Background: an optimization exercise with open tools, aiming at small area, a short achievable clock period and few clock cycles. Do not read the settings as production practice.
At most, simulation tests tie the RTL to the original design; equivalence was not proved.
No driver is modelled on the clock port, so clock power and skew are understated where the tree is cut down; a real chip needs a root buffer or a tree.
Power and IR drop assume default switching activity.

==> flow/design.v <==
module LZ77_Encoder(clk,reset,chardata,valid,encode,finish,offset,match_len,char_nxt);
input               clk;
input               reset;
input       [7:0]   chardata;
output  reg         valid;
output              encode;
output  reg         finish;
output  reg [3:0]   offset;
output  reg [2:0]   match_len;
output      [7:0]   char_nxt;
reg  [7:0] hist [0:9];
reg  [8:0] dead;
reg  [2:0] k;
integer j;
assign encode   = 1'b1;
assign char_nxt = hist[1];
reg  [9:0] hv;
wire [8:0] eq;
genvar g;
generate
    for (g = 1; g <= 9; g = g + 1) begin : cmp
        assign eq[g-1] = hv[g] & (hist[0] == hist[g]);
    end
endgenerate
wire [8:0] nm   = ~dead & eq;
wire       emit = (nm == 9'd0) | (k == 3'd7);
wire       live = hv[0];
wire       last = live & (hist[0] == 8'h24);
reg  [3:0] best;
always @(*) begin
    best = 4'd0;
    for (j = 0; j < 9; j = j + 1)
        if (!dead[j]) best = j;
end
wire [2:0] k_inc = {k[2] ^ (k[1] & k[0]), k[1] ^ k[0], ~k[0]};
always @(posedge clk) begin
    hist[0] <= chardata;
    for (j = 1; j <= 9; j = j + 1)
        hist[j] <= hist[j-1];
    match_len <= k;
    offset    <= (k == 3'd0) ? 4'd0 : best;
    valid     <= ~reset & live & emit & ~finish;
    finish    <= ~reset & (finish | last);
end
always @(posedge clk or posedge reset) begin
    if (reset)
        hv <= 10'd0;
    else
        hv <= {hv[8:0], 1'b1};
end
always @(posedge clk) begin
    if (emit) begin
        dead <= 9'd0;
        k    <= 3'd0;
    end else begin
        dead <= ~nm;
        k    <= k_inc;
    end
end
endmodule
Settings: LEC_CHECK=0, CAP_MARGIN=20, CORE_MARGIN=2, CORE_UTILIZATION=50, PLACE_DENSITY=0.6, SLEW_MARGIN=20; clock period 10.0 ns.
standard.sh (not shown) runs the stock make flow with config.mk's settings and CLKGATE_MAP_FILE= SYNTH_SCRIPT=/design/flow/synth_recipe.tcl, a recipe that flattens the netlist after the stock synthesis.
==> flow/flow/run.sh <==
#!/bin/bash
# Standard ORFS layout, except: small fast port buffers, a tighter setup repair
# target, and a hand-built one-level clock tree (flow/manual_cts.tcl) in place of TritonCTS.
set -euo pipefail
KNOBS=$(cat flow/knobs.txt)
eval bash standard.sh $KNOBS PRE_CTS_TCL=$PWD/flow/manual_cts.tcl finish > standard_flow.log 2>&1
Other scripts of this flow, unchanged in this note and not shown: flow/flow/knobs.txt, flow/flow/manual_cts.tcl
Testbench counts at the start, summed over its fixed seeds: cycles 49,224.
Then changed:
==> flow/design.v (replaced) <==
module LZ77_Encoder(clk,reset,chardata,valid,encode,finish,offset,match_len,char_nxt);
input               clk;
input               reset;
input       [7:0]   chardata;
output  reg         valid;
output              encode;
output  reg         finish;
output  reg [3:0]   offset;
output  reg [2:0]   match_len;
output      [7:0]   char_nxt;
reg  [7:0] hist [0:9];
reg  [3:0] age;
reg  [8:0] dead;
reg  [2:0] k;
integer j;
assign encode   = 1'b1;
assign char_nxt = hist[1];
reg  [8:0] hv;
always @(*) begin
    case (age)
        4'd0, 4'd1: hv = 9'b000000000;
        4'd2:       hv = 9'b000000001;
        4'd3:       hv = 9'b000000011;
        4'd4:       hv = 9'b000000111;
        4'd5:       hv = 9'b000001111;
        4'd6:       hv = 9'b000011111;
        4'd7:       hv = 9'b000111111;
        4'd8:       hv = 9'b001111111;
        4'd9:       hv = 9'b011111111;
        default:    hv = 9'b111111111;
    endcase
end
wire [8:0] eq;
genvar g;
generate
    for (g = 1; g <= 9; g = g + 1) begin : cmp
        assign eq[g-1] = hv[g-1] & (hist[0] == hist[g]);
    end
endgenerate
wire [8:0] nm   = ~dead & eq;
wire       emit = (nm == 9'd0) | (k == 3'd7);
wire       live = (age != 4'd0);
wire       last = live & (hist[0] == 8'h24);
reg  [3:0] best;
always @(*) begin
    best = 4'd0;
    for (j = 0; j < 9; j = j + 1)
        if (!dead[j]) best = j;
end
wire [2:0] k_inc = {k[2] ^ (k[1] & k[0]), k[1] ^ k[0], ~k[0]};
wire [3:0] age_inc = (age == 4'd10) ? age :
                     {age[3] ^ (age[2] & age[1] & age[0]), age[2] ^ (age[1] & age[0]),
                      age[1] ^ age[0], ~age[0]};
always @(posedge clk) begin
    hist[0] <= chardata;
    for (j = 1; j <= 9; j = j + 1)
        hist[j] <= hist[j-1];
    match_len <= k;
    offset    <= (k == 3'd0) ? 4'd0 : best;
    valid     <= ~reset & live & emit & ~finish;
    finish    <= ~reset & (finish | last);
end
always @(posedge clk or posedge reset) begin
    if (reset) begin
        age  <= 4'd0;
        dead <= 9'd0;
        k    <= 3'd0;
    end else begin
        age <= age_inc;
        if (emit) begin
            dead <= 9'd0;
            k    <= 3'd0;
        end else begin
            dead <= ~nm;
            k    <= k_inc;
        end
    end
end
endmodule
Outcome: The new run finished clean; power fell by about 4%; setup slack degrades by 0.0073 ns; via count came out higher by about 4%; combinational power hardly moves; hold slack barely changes; sequential cell count drops by 6; die area goes up by 3.0%; maximum frequency stays flat; final cell count rises by about 2.5%; final area grows by about 1.8%; clock skew is lower by 0.0041 ns.
Testbench counts after the change, summed over its fixed seeds: cycles 49,224.
In every run of this note, the design's own scripts or RTL, not TritonCTS, make the clock network.

Another version of the RTL of LZ77_Encoder (not shown whole).
Size in the first run: ~290 cells after synthesis, about 28 I/O pins, about 0.0035 mm² of cells after synthesis.
==> module LZ77_Encoder, before the edit <==
module LZ77_Encoder(clk,reset,chardata,valid,encode,finish,offset,match_len,char_nxt);
input               clk;
input               reset;
input       [7:0]   chardata;
output  reg         valid;
output              encode;
output  reg         finish;
output  reg [3:0]   offset;
output  reg [2:0]   match_len;
output      [7:0]   char_nxt;
reg  [7:0] hist [0:9];
reg  [8:0] dead;
reg  [2:0] k;
integer j;
assign encode   = 1'b1;
assign char_nxt = hist[1];
reg  [9:0] hv;
wire [8:0] eq;
genvar g;
generate
    for (g = 1; g <= 9; g = g + 1) begin : cmp
        assign eq[g-1] = hv[g] & (hist[0] == hist[g]);
    end
endgenerate
wire [8:0] nm   = ~dead & eq;
wire       emit = (nm == 9'd0) | (k == 3'd7);
wire       live = hv[0];
wire       last = live & (hist[0] == 8'h24);
reg  [3:0] best;
always @(*) begin
    best = 4'd0;
    for (j = 0; j < 9; j = j + 1)
        if (!dead[j]) best = j;
end
wire [2:0] k_inc = {k[2] ^ (k[1] & k[0]), k[1] ^ k[0], ~k[0]};
always @(posedge clk) begin
    hist[0] <= chardata;
    for (j = 1; j <= 9; j = j + 1)
        hist[j] <= hist[j-1];
    match_len <= k;
    offset    <= best & {4{|k}};
    valid     <= ~reset & live & emit & ~finish;
    finish    <= ~reset & (finish | last);
end
reg  [9:0] hs;
always @(*) begin
    for (j = 0; j < 10; j = j + 1)
        hv[j] = (j % 2) ? ~hs[j] : hs[j];
end
always @(posedge clk) begin
    hs[0] <= ~reset;
    for (j = 1; j < 10; j = j + 1)
        if (j % 2) hs[j] <= ~(~reset & hs[j-1]);
        else       hs[j] <= ~(reset | hs[j-1]);
end
always @(posedge clk) begin
    if (emit) begin
        dead <= 9'd0;
        k    <= 3'd0;
    end else begin
        dead <= ~nm;
        k    <= k_inc;
    end
end
endmodule
clock: 10.0 ns
lec_check: 0
cap_margin: 20
core_margin: 2
core_utilization: 50
place_density: 0.6
slew_margin: 20
==> flow/flow/knobs.txt <==
BUFFER_PORTS_ARGS='-buffer_cell sky130_fd_sc_hd__buf_2' MATCH_CELL_FOOTPRINT=0 SETUP_SLACK_MARGIN=7.3 MCTS_NBUF=4 MCTS_BUF=sky130_fd_sc_hd__buf_12
==> flow/flow/manual_cts.tcl <==
set nbuf $::env(MCTS_NBUF)
set bufm $::env(MCTS_BUF)
set block [ord::get_db_block]
set db [ord::get_db]
set master [$db findMaster $bufm]
set clknet [$block findNet clk]
set sinks [$clknet getITerms]
puts "manual_cts: [llength $sinks] clock sinks, $nbuf x $bufm"

set pts {}
foreach it $sinks {
  set bb [[$it getInst] getBBox]
  lappend pts [list [expr {([$bb xMin] + [$bb xMax]) / 2}] [expr {([$bb yMin] + [$bb yMax]) / 2}]]
}

proc mcts_cmp {axis a b} {
  global mcts_pts
  return [expr {[lindex $mcts_pts $a $axis] - [lindex $mcts_pts $b $axis]}]
}

proc mcts_bisect {ids parts} {
  global mcts_pts
  if {$parts == 1} { return [list $ids] }
  set xs [lsort -integer [lmap i $ids {lindex $mcts_pts $i 0}]]
  set ys [lsort -integer [lmap i $ids {lindex $mcts_pts $i 1}]]
  set axis [expr {([lindex $xs end] - [lindex $xs 0]) >= ([lindex $ys end] - [lindex $ys 0]) ? 0 : 1}]
  set sorted [lsort -command [list mcts_cmp $axis] $ids]
  set p1 [expr {$parts / 2}]
  set h [expr {([llength $sorted] * $p1 + $parts / 2) / $parts}]
  return [concat [mcts_bisect [lrange $sorted 0 [expr {$h - 1}]] $p1] \
                 [mcts_bisect [lrange $sorted $h end] [expr {$parts - $p1}]]]
}

set ::mcts_pts $pts
set ids {}
for {set i 0} {$i < [llength $pts]} {incr i} { lappend ids $i }
set groups [mcts_bisect $ids $nbuf]

set c 0
foreach grp $groups {
  set inst [odb::dbInst_create $block $master "mcts_buf_$c"]
  set net [odb::dbNet_create $block "mcts_clk_$c"]
  $net setSigType CLOCK
  [$inst findITerm A] connect $clknet
  [$inst findITerm X] connect $net
  set sx 0; set sy 0
  foreach i $grp {
    set it [lindex $sinks $i]
    $it disconnect
    $it connect $net
    incr sx [lindex $pts $i 0]; incr sy [lindex $pts $i 1]
  }
  set k [llength $grp]
  set x [expr {$sx / $k - [$master getWidth] / 2}]
  set y [expr {$sy / $k - [$master getHeight] / 2}]
  $inst setLocation $x $y
  $inst setPlacementStatus PLACED
  puts "manual_cts: buffer $c at ($x, $y) drives $k sinks"
  incr c
}
$clknet setSigType CLOCK

# TritonCTS is not run.
rename clock_tree_synthesis orig_clock_tree_synthesis
proc clock_tree_synthesis {args} { puts "manual_cts: TritonCTS skipped" }
Scripts as last shown in full above: flow/flow/run.sh
Next try:
--- a/flow/design.v
+++ b/flow/design.v
@@ -36,11 +36,11 @@
 always @(posedge clk) begin
     hist[0] <= chardata;
     for (j = 1; j <= 9; j = j + 1)
         hist[j] <= hist[j-1];
     match_len <= k;
-    offset    <= best & {4{|k}};
+    offset    <= (k == 3'd0) ? 4'd0 : best;
     valid     <= ~reset & live & emit & ~finish;
     finish    <= ~reset & (finish | last);
 end
 reg  [9:0] hs;
 always @(*) begin
What happened:
- The new run finished with timing, DRC and antenna clean
- wire length rose by 5.4%
- power rose by 0.61%
- via count rose by 2.8%
- sequential share of layout area rose by 0.39 points
- final area fell by 0.54%
- register-to-register slack loses 70 ps
Testbench counts after the change, summed over its fixed seeds: cycles 49,224.
The RTL of the first run of this note was laid out without a check of its function. No run of this note takes its clock network from TritonCTS; it comes from the design's own scripts or RTL.

afterwards: timing with drivers on the ports:
No port has a modelled driver above. Below, the same layouts with a new extraction and two added sets of constraints. Step 1: set_driving_cell puts a clkbuf_16 on clk and a buf_2 on each other input, an assumption about the parent block. Step 2, shift: input delay + t, output delay - t, t = (earliest + latest rising clock arrival at the registers) / 2. This alone moves slack from input paths to output paths. Slacks: no drivers / after step 1 / after step 2; pairs: no drivers / after step 1.
run	t (ns)	slack for setup (ns)	worst setup path at the end	worst register clock-pin slew, ns	cell pins on the clock port's net
the first run of note 1	0.217	7.346 / 7.264 / 7.481	register to output	0.11 / 0.11	4
the second run of note 1	0.215	7.339 / 7.254 / 7.469	register to output	0.10 / 0.10	4
the first run of note 2	0.214	7.339 / 7.256 / 7.362	input to register	0.10 / 0.10	4
the second run of note 2	0.219	7.342 / 7.258 / 7.360	input to register	0.11 / 0.11	4
After both steps every run listed still meets setup and hold.
